Background: an optimization exercise with open tools, aiming at small area. Do not read the settings as production practice.
In this exercise RTL edits were held to simulation tests only and were not proved equivalent to the original.
Power and IR drop assume default switching activity.

==> flow/design.v (excerpt) <==
module uart_frame_trx(
  input         clk,
  input         rst_n,
  input  [1:0]  mode,
  input         isHigh,
  input  [31:0] datain,
  input  [31:0] extra_data,
  input  [31:0] one_more_data,
  output        tx,
  output        tx_busy,
  input         rx,
  output [16:0] freq_out,
  output [16:0] amp_out,
  output        frame_error,
  output        frame_sig,
  output [3:0]  led
);
Size: roughly 100 flip-flops, ~140 I/O pins, ~5200 sq um of cells after synthesis.
Settings: LEC_CHECK=0, CAP_MARGIN=20, CORE_MARGIN=2, CORE_UTILIZATION=40, CTS_BUF_LIST=sky130_fd_sc_hd__clkbuf_8, SLEW_MARGIN=20; clock period 10.0 ns.
standard.sh (not shown) runs the stock make flow with config.mk's settings and CLKGATE_MAP_FILE= SYNTH_SCRIPT=/design/flow/synth_recipe.tcl, a recipe that flattens the netlist after the stock synthesis.
==> flow/flow/run.sh <==
#!/bin/bash
# Standard layout, with an area-oriented abc script in synthesis and the
# smallest buffer on the ports.
set -euo pipefail
W=$PWD
export FLOW_SYNTH_TCL=$W/synth_recipe.tcl
export AREA_ABC_SCRIPT=$W/flow/area.abc
export BUFFER_PORTS_ARGS="-buffer_cell sky130_fd_sc_hd__buf_1"
export CTS_ARGS="-sink_clustering_enable -repair_clock_nets -buf_list sky130_fd_sc_hd__clkbuf_8 -dont_use_dummy_load -sink_clustering_size 40 -sink_clustering_max_diameter 300 -sink_buffer_max_cap_derate 1.0"
bash standard.sh SYNTH_SCRIPT=$W/flow/synth_area.tcl synth > synth.log 2>&1
bash standard.sh SYNTH_SCRIPT=$W/flow/synth_area.tcl finish > layout.log 2>&1
==> flow/flow/area.abc <==
strash
&get -n
&st
&deepsyn -T 60
&dch -f
&nf -R 1000 -p -a
&put
strash
&get -n
&st
&dch -f
&nf -R 1000 -p -a
&put
==> flow/flow/synth_area.tcl <==
# The standard flow's synthesis script, with abc run on an area-oriented script instead of
# ORFS's speed script. Registers are mapped before abc, so they are unchanged.
proc abc {args} {
  set i [lsearch $args -script]
  if { $i >= 0 } {
    set args [lreplace $args $i [expr {$i + 1}] -script $::env(AREA_ABC_SCRIPT)]
  }
  puts "abc with area script: $args"
  yosys abc {*}$args
}
source $::env(FLOW_SYNTH_TCL)
The baseline produced a clean layout.
==> next run, changes <==
==> flow/flow/run.sh (replaced) <==
#!/bin/bash
# Standard layout, with an area-oriented abc script in synthesis (adders
# left to abc rather than mapped to half/full-adder cells first) and the
# smallest buffer on the ports.
set -euo pipefail
W=$PWD
export FLOW_SYNTH_TCL=$W/synth_recipe.tcl
export AREA_ABC_SCRIPT=$W/flow/area.abc
export BUFFER_PORTS_ARGS="-buffer_cell sky130_fd_sc_hd__buf_1"
export CTS_ARGS="-sink_clustering_enable -repair_clock_nets -buf_list sky130_fd_sc_hd__clkbuf_8 -dont_use_dummy_load"
bash standard.sh SYNTH_SCRIPT=$W/flow/synth_area.tcl ADDER_MAP_FILE= synth > synth.log 2>&1
bash standard.sh SYNTH_SCRIPT=$W/flow/synth_area.tcl ADDER_MAP_FILE= finish > layout.log 2>&1
==> flow/flow/area.abc (replaced) <==
strash
&get -n
&st
&deepsyn -T 60
&put
dch -f
amap -m -F 4 -A 8
- CORE_UTILIZATION: 40 -> 65
Effect:
- The changed run passed the timing, design-rule and antenna checks
- routed wire length is lower by 5.4%
- register-to-register slack got worse by 0.72 ns
- non-clock buffer count does not change
- cell count is lower by 12%
- power is about the same
- clock skew is lower by 0.0040 ns
- die area is lower by 42%
==> next run, changes <==
==> flow/flow/run.sh (replaced) <==
#!/bin/bash
# Standard layout, with an area-oriented abc script in synthesis and the
# smallest buffer on the ports.
set -euo pipefail
W=$PWD
export FLOW_SYNTH_TCL=$W/synth_recipe.tcl
export AREA_ABC_SCRIPT=$W/flow/area.abc
export BUFFER_PORTS_ARGS="-buffer_cell sky130_fd_sc_hd__buf_1"
bash standard.sh SYNTH_SCRIPT=$W/flow/synth_area.tcl synth > synth.log 2>&1
bash standard.sh SYNTH_SCRIPT=$W/flow/synth_area.tcl finish > layout.log 2>&1
==> flow/flow/area.abc (replaced) <==
strash
&get -n
&st
&deepsyn -T 60
&dch -f
&nf -R 1000 -p -a
&put
strash
&get -n
&st
&dch -f
&nf -R 1000 -p -a
&put
- CORE_UTILIZATION: 65 -> 40
The new run produced a clean layout.
Design area grows by 11%.
Routed wire length grows by 6.8%.
Non-clock buffer count does not change.
Final cell count grows by 15%.

---

The RTL this note starts from:
==> flow/design.v <==
`timescale 1ns/1ps
module uart_frame_trx(
  input         clk,
  input         rst_n,
  input  [1:0]  mode,
  input         isHigh,
  input  [31:0] datain,
  input  [31:0] extra_data,
  input  [31:0] one_more_data,
  output        tx,
  output        tx_busy,
  input         rx,
  output [16:0] freq_out,
  output [16:0] amp_out,
  output        frame_error,
  output        frame_sig,
  output [3:0]  led
);
reg  [7:0] k;
reg        started;    
reg  [4:0] st;         
reg  [7:0] dout;       
wire take = (k == 8'd251);
wire m11 = mode[0] & mode[1];
wire m1x = mode[0] ^ mode[1];
reg [7:0] nbyte;
always @* begin
  case (st[3:0])
    4'd0:  nbyte = 8'd80;
    4'd1:  nbyte = m11 ? (isHigh ? 8'd51 : 8'd52) : (isHigh ? 8'd49 : 8'd50);
    4'd2:  nbyte = datain[31:24];
    4'd3:  nbyte = datain[23:16];
    4'd4:  nbyte = datain[15:8];
    4'd5:  nbyte = datain[7:0];
    4'd6:  nbyte = m11 ? extra_data[31:24] : 8'd13;
    4'd7:  nbyte = m11 ? extra_data[23:16] : 8'd10;
    4'd8:  nbyte = extra_data[15:8];
    4'd9:  nbyte = extra_data[7:0];
    4'd10: nbyte = one_more_data[31:24];
    4'd11: nbyte = one_more_data[23:16];
    4'd12: nbyte = one_more_data[15:8];
    4'd13: nbyte = one_more_data[7:0];
    4'd14: nbyte = 8'd13;
    default: nbyte = 8'd10;
  endcase
end
always @(posedge clk or negedge rst_n) begin
  if (!rst_n) begin
    k <= 8'd252;
    started <= 1'b0;
    st <= 5'd0;
    dout <= 8'd0;
  end else begin
    k <= (k == 8'd254) ? 8'd0 : k + 8'd1;
    if (take) begin
      started <= 1'b1;
      if (m11) begin
        if (!st[4]) dout <= nbyte;
        st <= (st == 5'd15) ? 5'd0 : st + 5'd1;
      end else if (m1x) begin
        if (st[4:3] == 2'b00) dout <= nbyte;
        st <= (st == 5'd7) ? 5'd0 : st + 5'd1;
      end
    end
  end
end
reg txb;
always @* begin
  case (k[7:4])
    4'd0: txb = 1'b0;
    4'd1: txb = dout[0];
    4'd2: txb = dout[1];
    4'd3: txb = dout[2];
    4'd4: txb = dout[3];
    4'd5: txb = dout[4];
    4'd6: txb = dout[5];
    4'd7: txb = dout[6];
    4'd8: txb = dout[7];
    4'd9: txb = ^dout;
    default: txb = 1'b1;
  endcase
end
assign tx      = started ? txb : (k != 8'd252);
assign tx_busy = started & (k < 8'd168);
localparam [7:0] R_145  = 8'd145;
localparam [7:0] R_146  = 8'd146;
localparam [7:0] R_NEW  = 8'd147;
localparam [7:0] R_IDLE = 8'd148;
localparam [7:0] P_145  = 8'd153;
localparam [7:0] P_146  = 8'd154;
localparam [7:0] P_IDLE = 8'd156;
reg       rxbuf;
reg [7:0] rc;
wire       fall   = rxbuf & ~rx;
wire       sample = ~rc[7] & (rc[3:0] == 4'd15);
wire [2:0] bi     = rc[6:4];                                        
wire       win9   = (rc[7:3] == 5'b10000) | (rc == 8'd136);         
wire       win4   = (rc[7:2] == 6'b100000);                         
wire       clr    = (rc[7:3] == 5'b11111);                          
wire       step   = sample | win9;
wire       proc   = (rc == R_146) | (rc == P_146) | (rc == R_NEW);
always @(posedge clk or negedge rst_n) begin
  if (!rst_n) begin
    rxbuf <= 1'b1;
    rc <= R_IDLE;
  end else begin
    rxbuf <= rx;
    case (rc)
      8'd144:  rc <= fall ? P_145 : R_145;
      R_145:   rc <= fall ? P_146 : R_146;
      P_145:   rc <= R_NEW;
      R_146:   rc <= fall ? P_IDLE : R_IDLE;
      R_IDLE:  rc <= fall ? P_IDLE : R_IDLE;
      P_146:   rc <= 8'd247;
      P_IDLE:  rc <= 8'd247;
      R_NEW:   rc <= 8'd248;
      default: rc <= rc + 8'd1;
    endcase
  end
end
reg  [3:0]  fs;
reg         fsig, ferr, led2, led3;
reg  [11:0] acc_a;     
reg  [16:0] acc_f;     
reg  [16:0] fout;
reg  [11:0] aout;
reg  m;
wire expbit = fs[3] ? (fs[0] ? ((bi == 3'd0) | (bi == 3'd2) | (bi == 3'd3))
                             : ((bi == 3'd1) | (bi == 3'd3)))
                    : ((bi == 3'd4) | (bi == 3'd6));
always @(posedge clk)
  if (sample) m <= ((bi == 3'd0) | m) & (rx ~^ expbit);
reg  h1, h2, h3;       
reg  ca, cb;           
reg  bw;               
wire amp_dig  = (fs == 4'd1) | (fs == 4'd2);
wire freq_dig = (fs == 4'd5) | (fs == 4'd6) | (fs == 4'd7) | (fs == 4'd8);
wire first    = (fs == 4'd1) | (fs == 4'd5);
wire obit     = ~first & (amp_dig ? acc_a[0] : acc_f[0]);
wire c48      = (bi[2:1] == 2'b10);
wire dbit     = sample & (rx ^ c48 ^ bw);
wire bw_n     = (~rx & (c48 | bw)) | (c48 & bw);
wire s1       = h1 ^ h3 ^ dbit;
wire k1       = (h1 & h3) | (h1 & dbit) | (h3 & dbit);
wire sbit     = s1 ^ ca ^ cb;
wire k2       = (s1 & ca) | (s1 & cb) | (ca & cb);
always @(posedge clk) begin
  if (step | clr) begin
    h1 <= ~clr & obit;
    h2 <= ~clr & h1;
    h3 <= ~clr & h2;
    ca <= ~clr & k1;
    cb <= ~clr & k2;
    bw <= ~clr & bw_n;
  end
  if (amp_dig & (sample | win4)) acc_a <= {sbit, acc_a[11:1]};
  if (freq_dig & step)           acc_f <= {sbit, acc_f[16:1]};
end
wire cr_ok = (fs == 4'd11) & m;
wire lf_ok = (fs == 4'd12) & m;
always @(posedge clk or negedge rst_n) begin
  if (!rst_n) begin
    fs <= 4'd0;
    fsig <= 1'b0;
    ferr <= 1'b0;
    led2 <= 1'b1;
    led3 <= 1'b1;
    fout <= 17'd100;
    aout <= 12'd20;
  end else begin
    fsig <= proc & (cr_ok | lf_ok);
    if (proc) begin
      if (fs == 4'd0) begin
        if (m) fs <= 4'd1;
      end else if (fs == 4'd11) begin
        if (cr_ok) begin
          led2 <= 1'b0;
          fs <= 4'd12;
        end else begin
          ferr <= 1'b1;
          fs <= 4'd0;
        end
      end else if (fs == 4'd12) begin
        if (lf_ok) begin
          led3 <= 1'b0;
          fout <= acc_f;
          aout <= acc_a;
        end else
          ferr <= 1'b1;
        fs <= 4'd0;
      end else
        fs <= fs + 4'd1;
    end
  end
end
assign freq_out    = fout;
assign amp_out     = {5'd0, aout};
assign frame_error = ferr;
assign frame_sig   = fsig;
assign led         = {led3, led2, 2'b10};
endmodule
==> flow/config.mk <==
export PLATFORM = sky130hd
export DESIGN_NAME = uart_frame_trx
export DESIGN_NICKNAME = uart_frame_trx
export VERILOG_FILES = /design/flow/design.v
export SDC_FILE = /design/flow/constraint.sdc
export NUM_CORES = 4
export LEC_CHECK = 0
export CAP_MARGIN = 20
export CORE_MARGIN = 2
export CORE_UTILIZATION = 40
export CTS_BUF_LIST = sky130_fd_sc_hd__clkbuf_8
export SLEW_MARGIN = 20
==> flow/constraint.sdc <==
create_clock -name core_clock -period 10.0 [get_ports {clk}]
set_input_delay 2.0000 -clock core_clock [delete_from_list [all_inputs] [get_ports {clk}]]
set_output_delay 2.0000 -clock core_clock [all_outputs]
set_load 0.01 [all_outputs]
==> flow/flow/run.sh <==
#!/bin/bash
# Standard layout, with an area-oriented abc script in synthesis and the
# smallest buffer on the ports.
set -euo pipefail
W=$PWD
export FLOW_SYNTH_TCL=$W/synth_recipe.tcl
export AREA_ABC_SCRIPT=$W/flow/area.abc
export BUFFER_PORTS_ARGS="-buffer_cell sky130_fd_sc_hd__buf_1"
export CTS_ARGS="-sink_clustering_enable -repair_clock_nets -root_buf sky130_fd_sc_hd__clkbuf_8 -buf_list sky130_fd_sc_hd__clkbuf_4 -dont_use_dummy_load"
bash standard.sh SYNTH_SCRIPT=$W/flow/synth_area.tcl synth > synth.log 2>&1
bash standard.sh SYNTH_SCRIPT=$W/flow/synth_area.tcl finish > layout.log 2>&1
==> flow/flow/area.abc <==
strash
&get -n
&st
&deepsyn -T 60
&dch -f
&nf -R 1000 -p -a
&put
strash
&get -n
&st
&dch -f
&nf -R 1000 -p -a
&put
Scripts as last shown in full above: flow/flow/synth_area.tcl
Next try:
--- a/flow/flow/run.sh
+++ b/flow/flow/run.sh
@@ -8,3 +8,3 @@
 export BUFFER_PORTS_ARGS="-buffer_cell sky130_fd_sc_hd__buf_1"
-export CTS_ARGS="-sink_clustering_enable -repair_clock_nets -root_buf sky130_fd_sc_hd__clkbuf_8 -buf_list sky130_fd_sc_hd__clkbuf_4 -dont_use_dummy_load"
+export CTS_ARGS="-sink_clustering_enable -repair_clock_nets -buf_list sky130_fd_sc_hd__clkbuf_8 -dont_use_dummy_load"
 bash standard.sh SYNTH_SCRIPT=$W/flow/synth_area.tcl synth > synth.log 2>&1
- GPL_TIMING_DRIVEN: default -> 0
Effect: Total power barely changes; first-iteration DRC count went down by 8.8%; sequential power is about the same; combinational power went up by 13%.
Next try:
==> flow/flow/run.sh (replaced) <==
#!/bin/bash
# Standard layout, with an area-oriented abc script in synthesis (adders
# left to abc rather than mapped to half/full-adder cells first) and the
# smallest buffer on the ports.
set -euo pipefail
W=$PWD
export FLOW_SYNTH_TCL=$W/synth_recipe.tcl
export AREA_ABC_SCRIPT=$W/flow/area.abc
export BUFFER_PORTS_ARGS="-buffer_cell sky130_fd_sc_hd__buf_1"
export CTS_ARGS="-sink_clustering_enable -repair_clock_nets -buf_list sky130_fd_sc_hd__clkbuf_8 -dont_use_dummy_load"
bash standard.sh SYNTH_SCRIPT=$W/flow/synth_area.tcl ADDER_MAP_FILE= synth > synth.log 2>&1
bash standard.sh SYNTH_SCRIPT=$W/flow/synth_area.tcl ADDER_MAP_FILE= finish > layout.log 2>&1
- GPL_TIMING_DRIVEN: 0 -> default
Sequential share of layout area climbs by 3.8 points.
Utilization fell by 1.1 points.
Via count drops by about 5%.
Clock power hardly moves.
Synthesized area drops by about 6.4%.
Next try:
==> flow/flow/run.sh (replaced) <==
#!/bin/bash
# Standard layout, with an area-oriented abc script in synthesis and the
# smallest buffer on the ports.
set -euo pipefail
W=$PWD
export FLOW_SYNTH_TCL=$W/synth_recipe.tcl
export AREA_ABC_SCRIPT=$W/flow/area.abc
export BUFFER_PORTS_ARGS="-buffer_cell sky130_fd_sc_hd__buf_1"
export CTS_ARGS="-sink_clustering_enable -repair_clock_nets -buf_list sky130_fd_sc_hd__clkbuf_8 -dont_use_dummy_load"
bash standard.sh SYNTH_SCRIPT=$W/flow/synth_area.tcl synth > synth.log 2>&1
bash standard.sh SYNTH_SCRIPT=$W/flow/synth_area.tcl finish > layout.log 2>&1
=> First-iteration DRC count came out higher by about 4%. Non-clock buffer count came out lower by 2. Design area came out higher by about 6%. Clock power barely changes. Power came out higher by 0.71%. Critical path depth does not change. Wire length came out higher by 6.8%. Setup slack improves by 36 ps.
Next try:
==> flow/flow/run.sh (replaced) <==
#!/bin/bash
# Standard layout, with an area-oriented abc script in synthesis (adders
# left to abc rather than mapped to half/full-adder cells first) and the
# smallest buffer on the ports.
set -euo pipefail
W=$PWD
export FLOW_SYNTH_TCL=$W/synth_recipe.tcl
export AREA_ABC_SCRIPT=$W/flow/area.abc
export BUFFER_PORTS_ARGS="-buffer_cell sky130_fd_sc_hd__buf_1"
export CTS_ARGS="-sink_clustering_enable -repair_clock_nets -buf_list sky130_fd_sc_hd__clkbuf_8 -dont_use_dummy_load"
bash standard.sh SYNTH_SCRIPT=$W/flow/synth_area.tcl ADDER_MAP_FILE= synth > synth.log 2>&1
bash standard.sh SYNTH_SCRIPT=$W/flow/synth_area.tcl ADDER_MAP_FILE= finish > layout.log 2>&1
==> flow/flow/area.abc (replaced) <==
strash
&get -n
&st
&deepsyn -T 60
&put
dch -f
amap -m -F 4 -A 8
Synthesized area drops by 8.5%.
Total power stays flat.
Design area drops by 7.8%.
Via count drops by 0.88%.
Clock-buffer cell count stays the same.
Non-clock buffer count climbs by 1.
Routed wire length drops by about 3.3%.
Critical path depth climbs by 3.
Setup slack improves by 110 ps.

==> port drivers added, routing unchanged <==
No port has a modelled driver above. Below, the same layouts with a new extraction and two added sets of constraints.
Step 1, drivers: a clkbuf_16 drives clk and a buf_2 each remaining input, both assumed.
Step 2, shift: input delay + t, output delay - t, t = (earliest + latest rising clock arrival at the registers) / 2. This alone moves slack from input paths to output paths.
Slacks: ideal ports / drivers / drivers and shift; pairs: ideal ports / drivers.
run	t (ns)	slack for setup (ns)	clock arrival spread, ns
the first run of note 1	0.382	5.834 / 5.831 / 5.449	0.025 / 0.025
the second run of note 1	0.377	5.879 / 5.845 / 5.907	0.030 / 0.031
the third run of note 1	0.391	5.856 / 5.853 / 5.463	0.011 / 0.011
the first run of note 2	0.382	5.834 / 5.831 / 5.449	0.025 / 0.025
the second run of note 2	0.380	5.818 / 5.811 / 5.431	0.024 / 0.024
the third run of note 2	0.389	5.798 / 5.767 / 6.142	0.034 / 0.034
the fourth run of note 2	0.382	5.834 / 5.831 / 5.449	0.025 / 0.025
the fifth run of note 2	0.380	5.945 / 5.912 / 6.292	0.033 / 0.032
After both steps setup and hold are still met in every run listed. For the third run of note 1, which loses most, drivers alone change the setup slack by -0.003 ns; drivers and shift together by -0.393 ns.
